This design comes from an exercise in tuning for small area and a short achievable clock period on the open sky130 flow, not from production work.
The RTL was checked by simulation tests, not by an equivalence proof against the original design.
Power figures rest on the tool's default switching activity, not on a simulated workload.

north:
==> flow/design.v <==
`default_nettype none
module fp32_add(
    input wire clk,
    input wire [31:0] a,
    input wire [31:0] b,
    input wire sub,
    input wire [2:0] rm,
    output wire [31:0] result,
    output wire nv,
    output wire of,
    output wire nx
);
    integer k;
    wire a_sign = a[31];
    wire b_sign = b[31] ^ sub;
    wire [7:0] a_exp = a[30:23];
    wire [7:0] b_exp = b[30:23];
    wire [22:0] a_frac = a[22:0];
    wire [22:0] b_frac = b[22:0];
    wire a_emax = &a_exp;
    wire b_emax = &b_exp;
    wire a_fz = ~|a_frac;
    wire b_fz = ~|b_frac;
    wire a_nan = a_emax & ~a_fz;
    wire b_nan = b_emax & ~b_fz;
    wire a_inf = a_emax & a_fz;
    wire b_inf = b_emax & b_fz;
    wire a_snan = a_nan & ~a_frac[22];
    wire b_snan = b_nan & ~b_frac[22];
    wire s0_is_sub = a_sign ^ b_sign;
    wire s0_inf_inf = s0_is_sub & a_inf & b_inf;
    wire s0_nv = a_snan | b_snan | s0_inf_inf;
    wire s0_nan = a_nan | b_nan | s0_inf_inf;
    wire s0_inf = ~s0_nan & (a_inf | b_inf);
    wire [1:0] s0_special = {s0_nan, s0_inf | s0_nv};
    wire a_hid = |a_exp;
    wire b_hid = |b_exp;
    wire [7:0] a_eeff = {a_exp[7:1], a_exp[0] | ~a_hid};
    wire [7:0] b_eeff = {b_exp[7:1], b_exp[0] | ~b_hid};
    wire [7:0] d_ab = a_eeff - b_eeff;
    wire [7:0] d_ba = b_eeff - a_eeff;
    wire swap = a[30:0] < b[30:0];
    wire [7:0] l_exp = swap ? b_exp : a_exp;
    wire [22:0] l_frac = swap ? b_frac : a_frac;
    wire [23:0] s_sig = swap ? {a_hid, a_frac} : {b_hid, b_frac};
    wire l_sign = swap ? b_sign : a_sign;
    wire [4:0] s0_off = swap ? d_ba[4:0] : d_ab[4:0];
    wire s0_far = swap ? |d_ba[7:5] : |d_ab[7:5];    
    reg r1_sign, r1_is_sub;
    reg [2:0] r1_rm;
    reg [1:0] r1_special;
    reg [7:0] r1_lexp;
    reg [22:0] r1_lfrac;
    reg [23:0] r1_ssig;
    reg [4:0] r1_off;
    reg r1_far;
    always @(posedge clk) begin
        r1_sign <= l_sign;
        r1_is_sub <= s0_is_sub;
        r1_rm <= rm;
        r1_special <= s0_special;
        r1_lexp <= l_exp;
        r1_lfrac <= l_frac;
        r1_ssig <= s_sig;
        r1_off <= s0_off;
        r1_far <= s0_far;
    end
    wire l_hid = |r1_lexp;
    wire [7:0] l_e = {r1_lexp[7:1], r1_lexp[0] | ~l_hid};
    wire [27:0] in1 = {1'b0, l_hid, r1_lfrac, 3'b000};
    wire [26:0] sh0 = {r1_ssig, 3'b000};
    wire [26:0] sh1 = r1_far ? 27'b0 : r1_off[4] ? {16'b0, sh0[26:16]} : sh0;
    wire [26:0] sh2 = r1_off[3] ? {8'b0, sh1[26:8]} : sh1;
    wire [26:0] sh3 = r1_off[2] ? {4'b0, sh2[26:4]} : sh2;
    wire [26:0] sh4 = r1_off[1] ? {2'b0, sh3[26:2]} : sh3;
    wire [26:0] sh5 = r1_off[0] ? {1'b0, sh4[26:1]} : sh4;
    reg [23:0] smask;    
    always @*
        for (k = 0; k < 24; k = k + 1)
            smask[k] = r1_far | (r1_off >= k + 3);
    wire sticky = |(r1_ssig & smask);
    wire [27:0] in2 = {1'b0, sh5[26:1], sticky};
    wire [27:0] in2x = in2 ^ {28{r1_is_sub}};
    wire [28:0] sum_c = {in1, 1'b1} + {in2x, r1_is_sub};
    wire [27:0] s1_sum = sum_c[28:1];
    wire [7:0] s1_exp = l_e + 8'd1;
    wire rdn = r1_rm == 3'b010;
    wire rup = r1_rm == 3'b011;
    wire rtz = r1_rm == 3'b001;
    wire rmm = r1_rm == 3'b100;
    wire s1_up = (rdn & r1_sign) | (rup & ~r1_sign);
    wire s1_dn = rtz | (rdn & ~r1_sign) | (rup & r1_sign);
    wire [1:0] s1_cls = {s1_up | rmm, s1_dn | rmm};
    wire s1_zsign = r1_is_sub ? rdn : r1_sign;
    reg r2_sign, r2_zsign;
    reg [1:0] r2_cls;
    reg [1:0] r2_special;
    reg [7:0] r2_exp;
    reg [27:0] r2_sum;
    always @(posedge clk) begin
        r2_sign <= r1_sign;
        r2_zsign <= s1_zsign;
        r2_cls <= s1_cls;
        r2_special <= r1_special;
        r2_exp <= s1_exp;
        r2_sum <= s1_sum;
    end
    wire e_small = ~|r2_exp[7:5];
    wire [3:0] pd_hi = {4{e_small}} & (4'b0001 << r2_exp[4:3]);
    wire [7:0] pd_lo = 8'b00000001 << r2_exp[2:0];
    reg [27:0] lim_mask;
    always @*
        for (k = 0; k < 28; k = k + 1)
            lim_mask[k] = pd_hi[(28 - k) >> 3] & pd_lo[(28 - k) & 7];
    wire [27:0] x = r2_sum | lim_mask;
    wire z4 = ~|x[27:12];
    wire [15:0] x4 = z4 ? x[11:0] << 4 : x[27:12];
    wire z3 = ~|x4[15:8];
    wire [7:0] x3 = z3 ? x4[7:0] : x4[15:8];
    wire z2 = ~|x3[7:4];
    wire [3:0] x2 = z2 ? x3[3:0] : x3[7:4];
    wire z1 = ~|x2[3:2];
    wire [1:0] x1 = z1 ? x2[1:0] : x2[3:2];
    wire z0 = ~x1[1];
    wire [4:0] lzc = {z4, z3, z2, z1, z0};
    wire [27:0] n4 = z4 ? {r2_sum[11:0], 16'b0} : r2_sum;
    wire [27:0] n3 = z3 ? {n4[19:0], 8'b0} : n4;
    wire [27:0] n2 = z2 ? {n3[23:0], 4'b0} : n3;
    wire [27:0] n1 = z1 ? {n2[25:0], 2'b0} : n2;
    wire [27:0] n0 = z0 ? {n1[26:0], 1'b0} : n1;
    wire c1 = r2_sum[27];
    wire c2 = ~r2_sum[27] & r2_sum[26];
    wire lsb = c1 ? r2_sum[4] : c2 ? r2_sum[3] : r2_sum[2];
    wire g = c1 ? r2_sum[3] : c2 ? r2_sum[2] : r2_sum[1];
    wire st = c1 ? |r2_sum[2:0] : c2 ? |r2_sum[1:0] : r2_sum[0];
    wire inexact = g | st;
    reg add_one;
    always @* begin
        case (r2_cls)
            2'd0: add_one = g & (lsb | st);
            2'd1: add_one = 1'b0;
            2'd2: add_one = g | st;
            default: add_one = g;
        endcase
    end
    wire sp_inf = r2_special == 2'b01;
    wire sp_nan = r2_special[1];
    wire sp = |r2_special;
    wire ovf = ~sp & c1 & (&r2_exp);           
    wire of_max = r2_cls == 2'd1;              
    wire zero_sign = ~|r2_sum;
    reg [7:0] s2_exp;
    reg [4:0] s2_lzc;
    reg [22:0] s2_frac;
    reg s2_msb;
    always @* begin
        s2_lzc = (sp | ovf | zero_sign) ? 5'd0 : lzc;
        s2_msb = sp | ovf | (~zero_sign & n0[27]);
        if (sp_nan) {s2_exp, s2_frac} = 31'h7fc00000;
        else if (sp_inf | (ovf & ~of_max)) {s2_exp, s2_frac} = 31'h7f800000;
        else if (ovf) {s2_exp, s2_frac} = 31'h7f7fffff;
        else {s2_exp, s2_frac} = {zero_sign ? 8'd1 : r2_exp, n0[26:4]};
    end
    wire s2_efe = ~sp & ((c1 & (r2_exp == 8'hfe)) | (c2 & (r2_exp == 8'hff)));
    wire w_ones = c1 ? &r2_sum[26:4] : c2 ? &r2_sum[25:3] : &r2_sum[24:2];
    wire w_lo_ones = c1 ? &r2_sum[15:4] : c2 ? &r2_sum[14:3] : &r2_sum[13:2];
    wire s2_inc = ~sp & ~ovf & add_one;
    reg r3_sign, r3_inc, r3_nx, r3_of, r3_nv, r3_efe, r3_carry, r3_lo_ones, r3_msb;
    reg [7:0] r3_exp;
    reg [4:0] r3_lzc;
    reg [22:0] r3_frac;
    always @(posedge clk) begin
        r3_sign <= ~sp_nan & (zero_sign ? r2_zsign : r2_sign);
        r3_inc <= s2_inc;
        r3_carry <= s2_inc & w_ones;
        r3_lo_ones <= w_lo_ones;
        r3_nx <= ~sp & (inexact | ovf);
        r3_of <= ovf;
        r3_nv <= r2_special == 2'b11;
        r3_exp <= s2_exp;
        r3_lzc <= s2_lzc;
        r3_msb <= s2_msb;
        r3_frac <= s2_frac;
        r3_efe <= s2_efe;
    end
    wire [11:0] frac_lo = r3_frac[11:0] + {11'b0, r3_inc};
    wire [10:0] frac_hi = r3_frac[22:12] + {10'b0, r3_inc & r3_lo_ones};
    wire [8:0] exp_c0x = {r3_exp, 1'b1} + {3'b111, ~r3_lzc, r3_msb};
    wire [7:0] exp_c0 = exp_c0x[8:1];
    wire [7:0] exp_c1 = r3_lzc[1] ? r3_exp - 8'd1 : r3_lzc[0] ? r3_exp : r3_exp + 8'd1;
    wire [7:0] exp_out = r3_carry ? exp_c1 : exp_c0;
    assign result = {r3_sign, exp_out, frac_hi, frac_lo};
    assign of = r3_of | (r3_efe & r3_carry);
    assign nx = r3_nx;
    assign nv = r3_nv;
endmodule
`default_nettype wire
==> flow/config.mk <==
export PLATFORM = sky130hd
export DESIGN_NAME = fp32_add
export DESIGN_NICKNAME = fp32_add
export VERILOG_FILES = /design/flow/design.v
export SDC_FILE = /design/flow/constraint.sdc
export NUM_CORES = 4
export LEC_CHECK = 0
export ABC_AREA = 1
export CAP_MARGIN = 0
export CORE_MARGIN = 2
export CORE_UTILIZATION = 40
export CTS_BUF_LIST = sky130_fd_sc_hd__clkbuf_8
export SETUP_SLACK_MARGIN = 2.5
export SLEW_MARGIN = 0
==> flow/constraint.sdc <==
create_clock -name core_clock -period 6.5 [get_ports {clk}]
set_input_delay 1.3000 -clock core_clock [delete_from_list [all_inputs] [get_ports {clk}]]
set_output_delay 1.3000 -clock core_clock [all_outputs]
set_load 0.01 [all_outputs]
standard.sh (not shown) runs the stock make flow with config.mk's settings and CLKGATE_MAP_FILE= SYNTH_SCRIPT=/design/flow/synth_recipe.tcl, a recipe that flattens the netlist after the stock synthesis.
==> flow/flow/run.sh <==
#!/bin/bash
# The standard layout, with plain buffers (sky130_fd_sc_hd__buf_1) on the ports instead of the
# delay cells that buffer_ports picks by default. Every port still gets its own buffer.
set -euo pipefail
export BUFFER_PORTS_ARGS="-buffer_cell sky130_fd_sc_hd__buf_1"
bash standard.sh > standard.log 2>&1
north: all stages complete, timing, DRC and antenna checks passed
Input-level comparison between south and north:
Settings: SETUP_SLACK_MARGIN now 2.4, was 2.5; SLEW_MARGIN now 20, was 0; CAP_MARGIN now 20, was 0.
==> run summary <==
Against north, south comes in 0.072 ns lower on post-route worst setup slack. In the metrics for south and north, the one carrying the higher fmax is north. Reported for south and north, count of buffers from port buffering turned out identical to the last digit. Of south and north, the lower sum of internal, switching and leakage power belongs to south. From north to south the numbers moved as follows: worst slew slack as a fraction of its limit rose by 0.54 points; core utilization went down 0.25 points. south went all the way through synthesis, placement and routing and the layout is clean on timing, DRC and antenna.
[inputs] east vs south
Settings: CTS_BUF_LIST no longer set, was sky130_fd_sc_hd__clkbuf_8; SETUP_SLACK_MARGIN now 2.5, was 2.4.
==> comparison <==
east does better than south on final setup slack of the worst path. Compared to south, east has combinational cell fraction of total power 2.4 points lower. Between east and south, the worst hold margin is higher for south. Looking at worst endpoint data arrival time, east sits 1.53 ns above south. On depth of the worst register-to-register path, east and south are basically level.
## Diff of input files: west against east
Settings: an added PLACE_DENSITY of 0.75.
Findings:
In summary, west completed successfully, with a layout that passed the timing, DRC and antenna checks.
The number of nets in the finished design of west and that of east are within noise of each other.
There was hardly any difference in final cell count between west and east.
Sequential share of cell area essentially unchanged between east and west.
Power came out lower on west than on east.
Reported for west and east, count of endpoints failing hold in the final timing report turned out identical to the last digit.
Share of the synthesized area in compound gates (AO/OA/AOI/OAI) came out exactly the same in west and east.
Re data arrival time of the worst path: west and east aren't equal, and the lower value belongs to east.
The worst supply voltage drop on vdd in west sits about 4.5% above the value recorded for east.
Diff west and east: maximum frequency higher in east
Compared to east, west shows a narrower setup margin.
The non-clock buffer total of the final layout in west sits about 5% below the value recorded for east.

-- separate check: timing with driven ports --
How much do the figures lean on ideal ports? The routed layouts below were timed once more, with nothing changed but the port constraints. Step 1, drivers: a clkbuf_16 drives clk and a buf_2 each remaining input, both assumed. Step 2, shift: input delay + t, output delay - t, t = (earliest + latest rising clock arrival at the registers) / 2. This alone moves slack from input paths to output paths. a / b / c = ideal / step 1 / step 2; a / b = the first two.
| run | t, ns | setup slack, ns | hold slack, ns | worst setup path after step 2 | pins driven straight from the clock port |
|---|---|---|---|---|---|
| north | 0.510 | 2.741 / 2.694 / 2.296 | 0.335 / 0.335 / 0.335 | input to register | 1 |
| south | 0.513 | 2.669 / 2.622 / 2.343 | 0.335 / 0.335 / 0.335 | input to register | 1 |
| east | 0.475 | 2.748 / 2.706 / 2.394 | 0.330 / 0.330 / 0.330 | input to register | 1 |
| west | 0.490 | 2.700 / 2.671 / 2.238 | 0.326 / 0.326 / 0.326 | input to register | 1 |
After both steps every run listed still meets setup and hold. For west, which loses most, drivers alone change the setup slack by -0.029 ns; drivers and shift together by -0.462 ns.
